From an optimization exercise on the open Yosys and OpenROAD flow, aimed at small area and a short achievable clock period; shortcuts taken in it are not production practice.
In this exercise RTL edits were held to simulation tests only and were not proved equivalent to the original.

$ cat config.mk
export PLATFORM = sky130hd
export DESIGN_NAME = Filter_block_1
export DESIGN_NICKNAME = Filter_block_1
export VERILOG_FILES = /design/flow/design.v
export SDC_FILE = /design/flow/constraint.sdc
export NUM_CORES = 4
export LEC_CHECK = 0
export CAP_MARGIN = 20
export CORE_MARGIN = 2
export CORE_UTILIZATION = 40
export SLEW_MARGIN = 20
$ cat constraint.sdc
create_clock -name core_clock -period 16.0 [get_ports {clk}]
set_input_delay 3.2000 -clock core_clock [delete_from_list [all_inputs] [get_ports {clk}]]
set_output_delay 3.2000 -clock core_clock [all_outputs]
set_load 0.01 [all_outputs]
$ cat design.v
module multiply
(
    input [0:15] delay_x, coef,
    output [0:31] acc
);
    wire [0:15] mul_1, mul_2;
    wire [0:32] num;
    assign mul_1 = (delay_x[0] == 1'b1) ? (~delay_x + 1'b1) : delay_x;
    assign mul_2 = (coef[0] == 1'b1) ? (~coef + 1'b1) : coef;
    assign num = mul_1 * mul_2;
    assign acc = (delay_x[0] ^ coef[0] == 1) ? (~num + 1'b1) : num;
endmodule
module Filter_block_1
#(
    parameter n = 63,
    parameter signed [0:16*n-1] coef = 
    {
    16'b1111111111111111,
    16'b1111111111111111,
    16'b1111111111111111,
    16'b1111111111111110,
    16'b1111111111111110,
    16'b1111111111111110,
    16'b1111111111111111,
    16'b0000000000000000,
    16'b0000000000000001,
    16'b0000000000000010,
    16'b0000000000000100,
    16'b0000000000000101,
    16'b0000000000000101,
    16'b0000000000000101,
    16'b0000000000000011,
    16'b1111111111111111,
    16'b1111111111111011,
    16'b1111111111110110,
    16'b1111111111110001,
    16'b1111111111101101,
    16'b1111111111101100,
    16'b1111111111101110,
    16'b1111111111110100,
    16'b0000000000000000,
    16'b0000000000001111,
    16'b0000000000100010,
    16'b0000000000110111,
    16'b0000000001001100,
    16'b0000000001100000,
    16'b0000000001101111,
    16'b0000000001111001,
    16'b0000000001111101,
    16'b0000000001111001,
    16'b0000000001101111,
    16'b0000000001100000,
    16'b0000000001001100,
    16'b0000000000110111,
    16'b0000000000100010,
    16'b0000000000001111,
    16'b0000000000000000,
    16'b1111111111110100,
    16'b1111111111101110,
    16'b1111111111101100,
    16'b1111111111101101,
    16'b1111111111110001,
    16'b1111111111110110,
    16'b1111111111111011,
    16'b1111111111111111,
    16'b0000000000000011,
    16'b0000000000000101,
    16'b0000000000000101,
    16'b0000000000000101,
    16'b0000000000000100,
    16'b0000000000000010,
    16'b0000000000000001,
    16'b0000000000000000,
    16'b1111111111111111,
    16'b1111111111111110,
    16'b1111111111111110,
    16'b1111111111111110,
    16'b1111111111111111,
    16'b1111111111111111,
    16'b1111111111111111
    }
)
(
    input clk, 
    input rst_n,
    input ena, 
    input signed [0:15] x_in,
    output reg signed [0:31] y_out
);  
    wire signed [0:32*n-1] acc_tmp;
    reg [0:31] y_tmp;
    reg signed [0:32*n-1] acc;
    reg signed [0:16*n-1] delay_x;
    integer i, j, k, test;
    always @(posedge clk or negedge rst_n) begin
        if(!rst_n) begin
            for(i=0; i<n; i=i+1) begin
                delay_x[16*i +: 16] <= 0;
            end
        end
        else begin
            if(ena) begin
                delay_x[0:15] <= x_in;
                for(i=1; i<n; i=i+1) begin
                    delay_x[16*i+: 16] <= delay_x[16*(i-1) +: 16];
                end
            end
            else begin
                for(i=0; i<n; i=i+1) begin
                    delay_x[16*i +: 16] <= delay_x[16*i +: 16];
                end
            end
        end
    end
    multiply mul_1(.delay_x(delay_x[0:15]), .coef(coef[0:15]), .acc(acc_tmp[0:31]));     
    multiply mul_2(.delay_x(delay_x[16:31]), .coef(coef[16:31]), .acc(acc_tmp[32:63]));  
    multiply mul_3(.delay_x(delay_x[32:47]), .coef(coef[32:47]), .acc(acc_tmp[64:95]));  
    multiply mul_4(.delay_x(delay_x[48:63]), .coef(coef[48:63]), .acc(acc_tmp[96:127])); 
    multiply mul_5(.delay_x(delay_x[64:79]), .coef(coef[64:79]), .acc(acc_tmp[128:159]));
    multiply mul_6(.delay_x(delay_x[80:95]), .coef(coef[80:95]), .acc(acc_tmp[160:191]));
    multiply mul_7(.delay_x(delay_x[96:111]), .coef(coef[96:111]), .acc(acc_tmp[192:223]));
    multiply mul_8(.delay_x(delay_x[112:127]), .coef(coef[112:127]), .acc(acc_tmp[224:255]));
    multiply mul_9(.delay_x(delay_x[128:143]), .coef(coef[128:143]), .acc(acc_tmp[256:287]));
    multiply mul_10(.delay_x(delay_x[144:159]), .coef(coef[144:159]), .acc(acc_tmp[288:319]));
    multiply mul_11(.delay_x(delay_x[160:175]), .coef(coef[160:175]), .acc(acc_tmp[320:351]));
    multiply mul_12(.delay_x(delay_x[176:191]), .coef(coef[176:191]), .acc(acc_tmp[352:383]));
    multiply mul_13(.delay_x(delay_x[192:207]), .coef(coef[192:207]), .acc(acc_tmp[384:415]));
    multiply mul_14(.delay_x(delay_x[208:223]), .coef(coef[208:223]), .acc(acc_tmp[416:447]));
    multiply mul_15(.delay_x(delay_x[224:239]), .coef(coef[224:239]), .acc(acc_tmp[448:479]));
    multiply mul_16(.delay_x(delay_x[240:255]), .coef(coef[240:255]), .acc(acc_tmp[480:511]));
    multiply mul_17(.delay_x(delay_x[256:271]), .coef(coef[256:271]), .acc(acc_tmp[512:543]));
    multiply mul_18(.delay_x(delay_x[272:287]), .coef(coef[272:287]), .acc(acc_tmp[544:575]));
    multiply mul_19(.delay_x(delay_x[288:303]), .coef(coef[288:303]), .acc(acc_tmp[576:607]));
    multiply mul_20(.delay_x(delay_x[304:319]), .coef(coef[304:319]), .acc(acc_tmp[608:639]));
    multiply mul_21(.delay_x(delay_x[320:335]), .coef(coef[320:335]), .acc(acc_tmp[640:671]));
    multiply mul_22(.delay_x(delay_x[336:351]), .coef(coef[336:351]), .acc(acc_tmp[672:703]));
    multiply mul_23(.delay_x(delay_x[352:367]), .coef(coef[352:367]), .acc(acc_tmp[704:735]));
    multiply mul_24(.delay_x(delay_x[368:383]), .coef(coef[368:383]), .acc(acc_tmp[736:767]));
    multiply mul_25(.delay_x(delay_x[384:399]), .coef(coef[384:399]), .acc(acc_tmp[768:799]));
    multiply mul_26(.delay_x(delay_x[400:415]), .coef(coef[400:415]), .acc(acc_tmp[800:831]));
    multiply mul_27(.delay_x(delay_x[416:431]), .coef(coef[416:431]), .acc(acc_tmp[832:863]));
    multiply mul_28(.delay_x(delay_x[432:447]), .coef(coef[432:447]), .acc(acc_tmp[864:895]));
    multiply mul_29(.delay_x(delay_x[448:463]), .coef(coef[448:463]), .acc(acc_tmp[896:927]));
    multiply mul_30(.delay_x(delay_x[464:479]), .coef(coef[464:479]), .acc(acc_tmp[928:959]));
    multiply mul_31(.delay_x(delay_x[480:495]), .coef(coef[480:495]), .acc(acc_tmp[960:991]));
    multiply mul_32(.delay_x(delay_x[496:511]), .coef(coef[496:511]), .acc(acc_tmp[992:1023]));
    multiply mul_33(.delay_x(delay_x[512:527]), .coef(coef[512:527]), .acc(acc_tmp[1024:1055]));
    multiply mul_34(.delay_x(delay_x[528:543]), .coef(coef[528:543]), .acc(acc_tmp[1056:1087]));
    multiply mul_35(.delay_x(delay_x[544:559]), .coef(coef[544:559]), .acc(acc_tmp[1088:1119]));
    multiply mul_36(.delay_x(delay_x[560:575]), .coef(coef[560:575]), .acc(acc_tmp[1120:1151]));
    multiply mul_37(.delay_x(delay_x[576:591]), .coef(coef[576:591]), .acc(acc_tmp[1152:1183]));
    multiply mul_38(.delay_x(delay_x[592:607]), .coef(coef[592:607]), .acc(acc_tmp[1184:1215]));
    multiply mul_39(.delay_x(delay_x[608:623]), .coef(coef[608:623]), .acc(acc_tmp[1216:1247]));
    multiply mul_40(.delay_x(delay_x[624:639]), .coef(coef[624:639]), .acc(acc_tmp[1248:1279]));
    multiply mul_41(.delay_x(delay_x[640:655]), .coef(coef[640:655]), .acc(acc_tmp[1280:1311]));
    multiply mul_42(.delay_x(delay_x[656:671]), .coef(coef[656:671]), .acc(acc_tmp[1312:1343]));
    multiply mul_43(.delay_x(delay_x[672:687]), .coef(coef[672:687]), .acc(acc_tmp[1344:1375]));
    multiply mul_44(.delay_x(delay_x[688:703]), .coef(coef[688:703]), .acc(acc_tmp[1376:1407]));
    multiply mul_45(.delay_x(delay_x[704:719]), .coef(coef[704:719]), .acc(acc_tmp[1408:1439]));
    multiply mul_46(.delay_x(delay_x[720:735]), .coef(coef[720:735]), .acc(acc_tmp[1440:1471]));
    multiply mul_47(.delay_x(delay_x[736:751]), .coef(coef[736:751]), .acc(acc_tmp[1472:1503]));
    multiply mul_48(.delay_x(delay_x[752:767]), .coef(coef[752:767]), .acc(acc_tmp[1504:1535]));
    multiply mul_49(.delay_x(delay_x[768:783]), .coef(coef[768:783]), .acc(acc_tmp[1536:1567]));
    multiply mul_50(.delay_x(delay_x[784:799]), .coef(coef[784:799]), .acc(acc_tmp[1568:1599]));
    multiply mul_51(.delay_x(delay_x[800:815]), .coef(coef[800:815]), .acc(acc_tmp[1600:1631]));
    multiply mul_52(.delay_x(delay_x[816:831]), .coef(coef[816:831]), .acc(acc_tmp[1632:1663]));
    multiply mul_53(.delay_x(delay_x[832:847]), .coef(coef[832:847]), .acc(acc_tmp[1664:1695]));
    multiply mul_54(.delay_x(delay_x[848:863]), .coef(coef[848:863]), .acc(acc_tmp[1696:1727]));
    multiply mul_55(.delay_x(delay_x[864:879]), .coef(coef[864:879]), .acc(acc_tmp[1728:1759]));
    multiply mul_56(.delay_x(delay_x[880:895]), .coef(coef[880:895]), .acc(acc_tmp[1760:1791]));
    multiply mul_57(.delay_x(delay_x[896:911]), .coef(coef[896:911]), .acc(acc_tmp[1792:1823]));
    multiply mul_58(.delay_x(delay_x[912:927]), .coef(coef[912:927]), .acc(acc_tmp[1824:1855]));
    multiply mul_59(.delay_x(delay_x[928:943]), .coef(coef[928:943]), .acc(acc_tmp[1856:1887]));
    multiply mul_60(.delay_x(delay_x[944:959]), .coef(coef[944:959]), .acc(acc_tmp[1888:1919]));
    multiply mul_61(.delay_x(delay_x[960:975]), .coef(coef[960:975]), .acc(acc_tmp[1920:1951]));
    multiply mul_62(.delay_x(delay_x[976:991]), .coef(coef[976:991]), .acc(acc_tmp[1952:1983]));
    multiply mul_63(.delay_x(delay_x[992:1007]), .coef(coef[992:1007]), .acc(acc_tmp[1984:2015]));
    always @(posedge clk) begin
        if(ena) begin
            for(j=0; j<n; j=j+1) begin
                acc[32*j +: 32] <= acc_tmp[32*j +: 32];
            end
        end
        else begin
            for(j=0; j<n; j=j+1) begin
                acc[32*j +: 32] <= acc[32*j +: 32];
            end
        end
    end
    always @(posedge clk) begin
        if(ena)
            y_out <= acc_tmp[0:31] + acc_tmp[32:63] + acc_tmp[64:95] + acc_tmp[96:127] + acc_tmp[128:159] + acc_tmp[160:191] + acc_tmp[192:223] + acc_tmp[224:255] + acc_tmp[256:287] + acc_tmp[288:319] + acc_tmp[320:351] + acc_tmp[352:383] + acc_tmp[384:415] + acc_tmp[416:447] + acc_tmp[448:479] + acc_tmp[480:511] + acc_tmp[512:543] + acc_tmp[544:575] + acc_tmp[576:607] + acc_tmp[608:639] + acc_tmp[640:671] + acc_tmp[672:703] + acc_tmp[704:735] + acc_tmp[736:767] + acc_tmp[768:799] + acc_tmp[800:831] + acc_tmp[832:863] + acc_tmp[864:895] + acc_tmp[896:927] + acc_tmp[928:959] + acc_tmp[960:991] + acc_tmp[992:1023] + acc_tmp[1024:1055] + acc_tmp[1056:1087] + acc_tmp[1088:1119] + acc_tmp[1120:1151] + acc_tmp[1152:1183] + acc_tmp[1184:1215] + acc_tmp[1216:1247] + acc_tmp[1248:1279] + acc_tmp[1280:1311] + acc_tmp[1312:1343] + acc_tmp[1344:1375] + acc_tmp[1376:1407] + acc_tmp[1408:1439] + acc_tmp[1440:1471] + acc_tmp[1472:1503] + acc_tmp[1504:1535] + acc_tmp[1536:1567] + acc_tmp[1568:1599] + acc_tmp[1600:1631] + acc_tmp[1632:1663] + acc_tmp[1664:1695] + acc_tmp[1696:1727] + acc_tmp[1728:1759] + acc_tmp[1760:1791] + acc_tmp[1792:1823] + acc_tmp[1824:1855] + acc_tmp[1856:1887] + acc_tmp[1888:1919] + acc_tmp[1920:1951] + acc_tmp[1952:1983] + acc_tmp[1984:2015];
        else 
            y_out <= y_out; 
    end
endmodule
$ cat run.sh
#!/bin/bash
# synth_recipe.tcl (not shown) runs the flow's synth.tcl, then flattens the netlist and writes it again
# the make line also repeats each setting of config.mk as NAME=value (left out here)
make -C /OpenROAD-flow-scripts/flow DESIGN_CONFIG=/design/flow/config.mk WORK_HOME=/design/flow/orfs CLKGATE_MAP_FILE= SYNTH_SCRIPT=/design/flow/synth_recipe.tcl finish
==> results.txt <==
[critical path, delay by kind of cell, from the launching register on]
family | cells | cell delay (ps)
AO/OA/AOI/OAI | 4 | 1160
AND/OR/NAND/NOR | 7 | 2240
flip-flops | 1 | 410
adder cells (fa/ha/maj) | 14 | 6600
XOR/XNOR | 19 | 3690
buffers and inverters | 10 | 890
[Yosys cell counts (50+ instances only)]
| master | number |
|---|---|
| sky130_fd_sc_hd__clkbuf_1 | 541 |
| sky130_fd_sc_hd__a31oi_1 | 119 |
| sky130_fd_sc_hd__o21a_1 | 124 |
| sky130_fd_sc_hd__xor2_1 | 599 |
| sky130_fd_sc_hd__or2_2 | 85 |
| sky130_fd_sc_hd__xnor2_1 | 1568 |
| sky130_fd_sc_hd__o21ai_1 | 68 |
| sky130_fd_sc_hd__a31o_2 | 72 |
| sky130_fd_sc_hd__and3_1 | 75 |
| sky130_fd_sc_hd__a21boi_0 | 50 |
| sky130_fd_sc_hd__fa_1 | 2144 |
| sky130_fd_sc_hd__o21bai_1 | 77 |
| sky130_fd_sc_hd__o31ai_1 | 292 |
| sky130_fd_sc_hd__a41o_1 | 57 |
| sky130_fd_sc_hd__mux2i_1 | 70 |
| sky130_fd_sc_hd__nor3_1 | 334 |
| sky130_fd_sc_hd__nor2b_1 | 172 |
| sky130_fd_sc_hd__or4_1 | 77 |
| sky130_fd_sc_hd__o41ai_1 | 146 |
| sky130_fd_sc_hd__or3_1 | 201 |
| sky130_fd_sc_hd__and2_1 | 54 |
| sky130_fd_sc_hd__nand2b_1 | 244 |
| sky130_fd_sc_hd__nor4_1 | 119 |
| sky130_fd_sc_hd__a21o_1 | 238 |
| sky130_fd_sc_hd__nand2_1 | 1101 |
| sky130_fd_sc_hd__dfrtp_1 | 1008 |
| sky130_fd_sc_hd__ha_1 | 1331 |
| sky130_fd_sc_hd__inv_1 | 2484 |
| sky130_fd_sc_hd__o21ai_0 | 812 |
| sky130_fd_sc_hd__a21oi_1 | 566 |
| sky130_fd_sc_hd__nand3_1 | 176 |
| sky130_fd_sc_hd__mux2_2 | 894 |
| sky130_fd_sc_hd__nor2_1 | 768 |
[placed cells by master, fill, tap and decap left out, drive strengths merged, types with 75 or more instances in the layout]
master,n
nor2,768
a31oi,119
buf,168
clkbuf,188
nor4,120
a21oi,567
or3,204
nor3,335
nor2b,172
dfrtp,1008
or2,97
mux2,894
o31ai,293
o21bai,77
o21a,124
and3,75
a21o,239
o41ai,149
inv,2494
xor2,599
nand2,1101
nand3,177
nand2b,244
a31o,75
or4,79
fa,2144
xnor2,1569
ha,1331
o21ai,880
[flip-flops by register name (all words and copies together) (netlist names)]
register	cells
delay_x	1008
y_out	32
[final cells by class]
class                           instances  share of cell area
Antenna cell                            8            0.000114
Clock buffer                          188              0.0228
Clock inverter                         69             0.00530
Inverter                             2493              0.0531
Multi-Input combinational cell      13200               0.721
Sequential cell                      1040               0.149
Tap cell                             5451              0.0387
Timing Repair Buffer                  216              0.0104
[worst min path at each step]
stage	slack, ps	start	depth (start not counted)	endpoint
3_3_place_gp	460	delay_x[895]	2	delay_x[911]
4_1_cts	470	delay_x[368]	2	delay_x[384]
2_1_floorplan	450	delay_x[126]	2	delay_x[142]
5_1_grt	520	delay_x[116]	1	delay_x[132]
6_report	460	delay_x[368]	2	delay_x[384]
3_5_place_dp	460	delay_x[734]	2	delay_x[750]
[timing repair]
action | CTS | global route
buffers inserted | 0 | 3
gates resized for setup | 0 | 23
endpoints found under the setup margin | 0 | 2
[routing by layer]
layer,track usage,wire length [um],up-vias
met3,0.0418,36700,740
met1,0.350,231000,62600
met4,0.0959,23700,16
met5,0,97,-
li1,-,-,57400
met2,0.406,242000,3603
[cells by family after synthesis]
logic type | after synthesis
adder cells (fa/ha/maj) | 3478
buffers and inverters | 3078
AO/OA/AOI/OAI | 2951
XOR/XNOR | 2177
multiplexers | 964
flip-flops | 1040
AND/OR/NAND/NOR | 3658
==> impl_metrics.env <==
export IMPL_critical_path_max_stage_delay_ps=560
export IMPL_drv_max_cap_violation_count=0
export IMPL_synth_mux_area_fraction=0.0654
export IMPL_post_synth_xor_area_fraction=0.117
export IMPL_clock_insertion_delay_worst_skew_ps=920
export IMPL_rr_startpoint="delay_x[540]"
export IMPL_critical_path_startpoint="delay_x[540]"
export IMPL_final_min_clock_period_ps=15230
export IMPL_ctsHoldBuffers=0
export IMPL_post_route_period_util=0.952
export IMPL_place_area_sq_um=171000
export IMPL_gp_congestion=1.02
export IMPL_design_portCount=51
export IMPL_fill_cells=40100
export IMPL_timing_reg2reg_setup_slack_ps=770
export IMPL_grt_usage=0.256
export IMPL_critical_path_class="flip-flop to flip-flop"
export IMPL_dieHeight_um=646
export IMPL_synth_top_area_share=0.261
export IMPL_design_final_nets=20600
export IMPL_synthesis_instances=17300
export IMPL_vias_in_the_first_global_route=124000
export IMPL_areaGrowthSynthToFinish_pct=7.04
export IMPL_cell_area_after_synthesis_sq_um=165000
export IMPL_final_design_instance_area_without_fill_sq_um=176000
export IMPL_setup_repair_after_global_routing_missed_its_margin="true"
export IMPL_final_setup_tns_ps=0
export IMPL_row_cnt=235
export IMPL_layout_core_utilization=0.430
export IMPL_worst_slack_ps=770
export IMPL_clockRootBuffer="sky130_fd_sc_hd__clkbuf_16"
export IMPL_vias=124000
export IMPL_drive_above_1_share=0.0891
export IMPL_drv_slew=0
export IMPL_arrival_time_reported_for_the_critical_path_endpoint_ps=15860
export IMPL_crit_path_end_kind="flip-flop"
export IMPL_final_hold_worst_slack_ps=462
export IMPL_synth_compound_gate_area_share=0.117
export IMPL_cts_sinks=1040
export IMPL_die_width_um=646
export IMPL_pre_cts_ws_ps=424
export IMPL_critPathSlowestCell="sky130_fd_sc_hd__fa_1"
export IMPL_dominant_combinational_cell_family_by_area_after_synthesis="adder cells"
export IMPL_floorplan_die_area_sq_um=417000
export IMPL_dpl_hpwl_um=455000
export IMPL_synth_fp_nets=20800
export IMPL_start_util=0.402
export IMPL_dp_cells=22400
export IMPL_drc=0
export IMPL_slew_headroom=0.178
export IMPL_routed_via_density=5.48
export IMPL_routed_wirelength_um=534000
export IMPL_synth_simple_area_share=0.110
export IMPL_port_buffer_count=50
export IMPL_worst_slew_pin_slew_ps=1220
export IMPL_routed_wire_length_per_instance_um=23.5
export IMPL_finalNonFillerCells=22700
export IMPL_multi_input_area_sq_um=127000
export IMPL_dr_pass1_iters=8
export IMPL_antenna_found_initial=21
export IMPL_count_of_flip_flops_with_a_built_in_enable_after_synthesis=32
export IMPL_run_status="timing/DRC/antenna clean"
export IMPL_ys_ff_latch=1040
export IMPL_grt_max_degree=156
export IMPL_ant_nets_after_route=0
export IMPL_cts_buffer_depth=4
export IMPL_required_ps=16630
export IMPL_worst_path_max_fanout=6
export IMPL_wire_length_of_the_first_global_routing_pass_um=801000
export IMPL_adder_cell_area_share_of_the_yosys_netlist=0.362
export IMPL_grt_overflow_total=0
export IMPL_worst_setup_hold_path_clk_slew_ps=80
export IMPL_cts_tree="built"
export IMPL_synthDistinctLibCells=113
export IMPL_cp_start_kind="flip-flop"
export IMPL_setup_violations=0
export IMPL_commonest_register_cell_after_synthesis="sky130_fd_sc_hd__dfrtp_1"
export IMPL_layout_area_seq_sq_um=26200
export IMPL_coreArea_sq_um=410000
export IMPL_portion_of_the_post_synthesis_area_used_by_sequential_elements=0.159
export IMPL_asyncSetResetFlopFracSynth=0.969
export IMPL_postSynthAreaPerCell_sq_um=9.49
export IMPL_r2r_end="y_out[0]"
export IMPL_drt_iter0_markers=10100
export IMPL_numCtsBuffers=144
export IMPL_skew_ps=104
export IMPL_hold_viol_final=0
export IMPL_most_frequent_cell_on_the_critical_path="sky130_fd_sc_hd__xnor2_1"
export IMPL_critPathCapture="y_out[0]"
export IMPL_cts_htree_levels=4
export IMPL_min_path_type="flip-flop to flip-flop"
export IMPL_synthDominantAreaCellType="sky130_fd_sc_hd__fa_1"
export IMPL_netlist_top_cells_area="sky130_fd_sc_hd__fa_1, sky130_fd_sc_hd__dfrtp_1, sky130_fd_sc_hd__ha_1, sky130_fd_sc_hd__xnor2_1, sky130_fd_sc_hd__mux2_2"
export IMPL_reg2reg_depth=54
export IMPL_yosys_warnings=1
export IMPL_clock_fmax_mhz=65.7

==> afterwards: timing with drivers on the ports <==
The flow's constraints put no driver on any port. The routed layout listed below was extracted and timed again, unchanged, in two steps.
Step 1, drivers: a clkbuf_16 drives clk and a buf_2 each remaining input, both assumed.
Step 2 moves the port delays by t, midway between the first and last clock arrival at a register: inputs arrive t later, outputs are due t later. That takes back most of the time a late clock gives input paths.
Slacks: ideal / step 1 / step 2; pairs: ideal / step 1.
t (ns): 0.985
slack for setup (ns): 0.770 / 0.770 / 0.770
worst setup path after step 2: register to register
worst data-port slew with drivers (ns): 0.07
cell pins on the clock port's net: 1
After both steps setup and hold are still met in this run. The setup slack of this run moves by 0.000 ns with the drivers and by 0.000 ns with both steps.
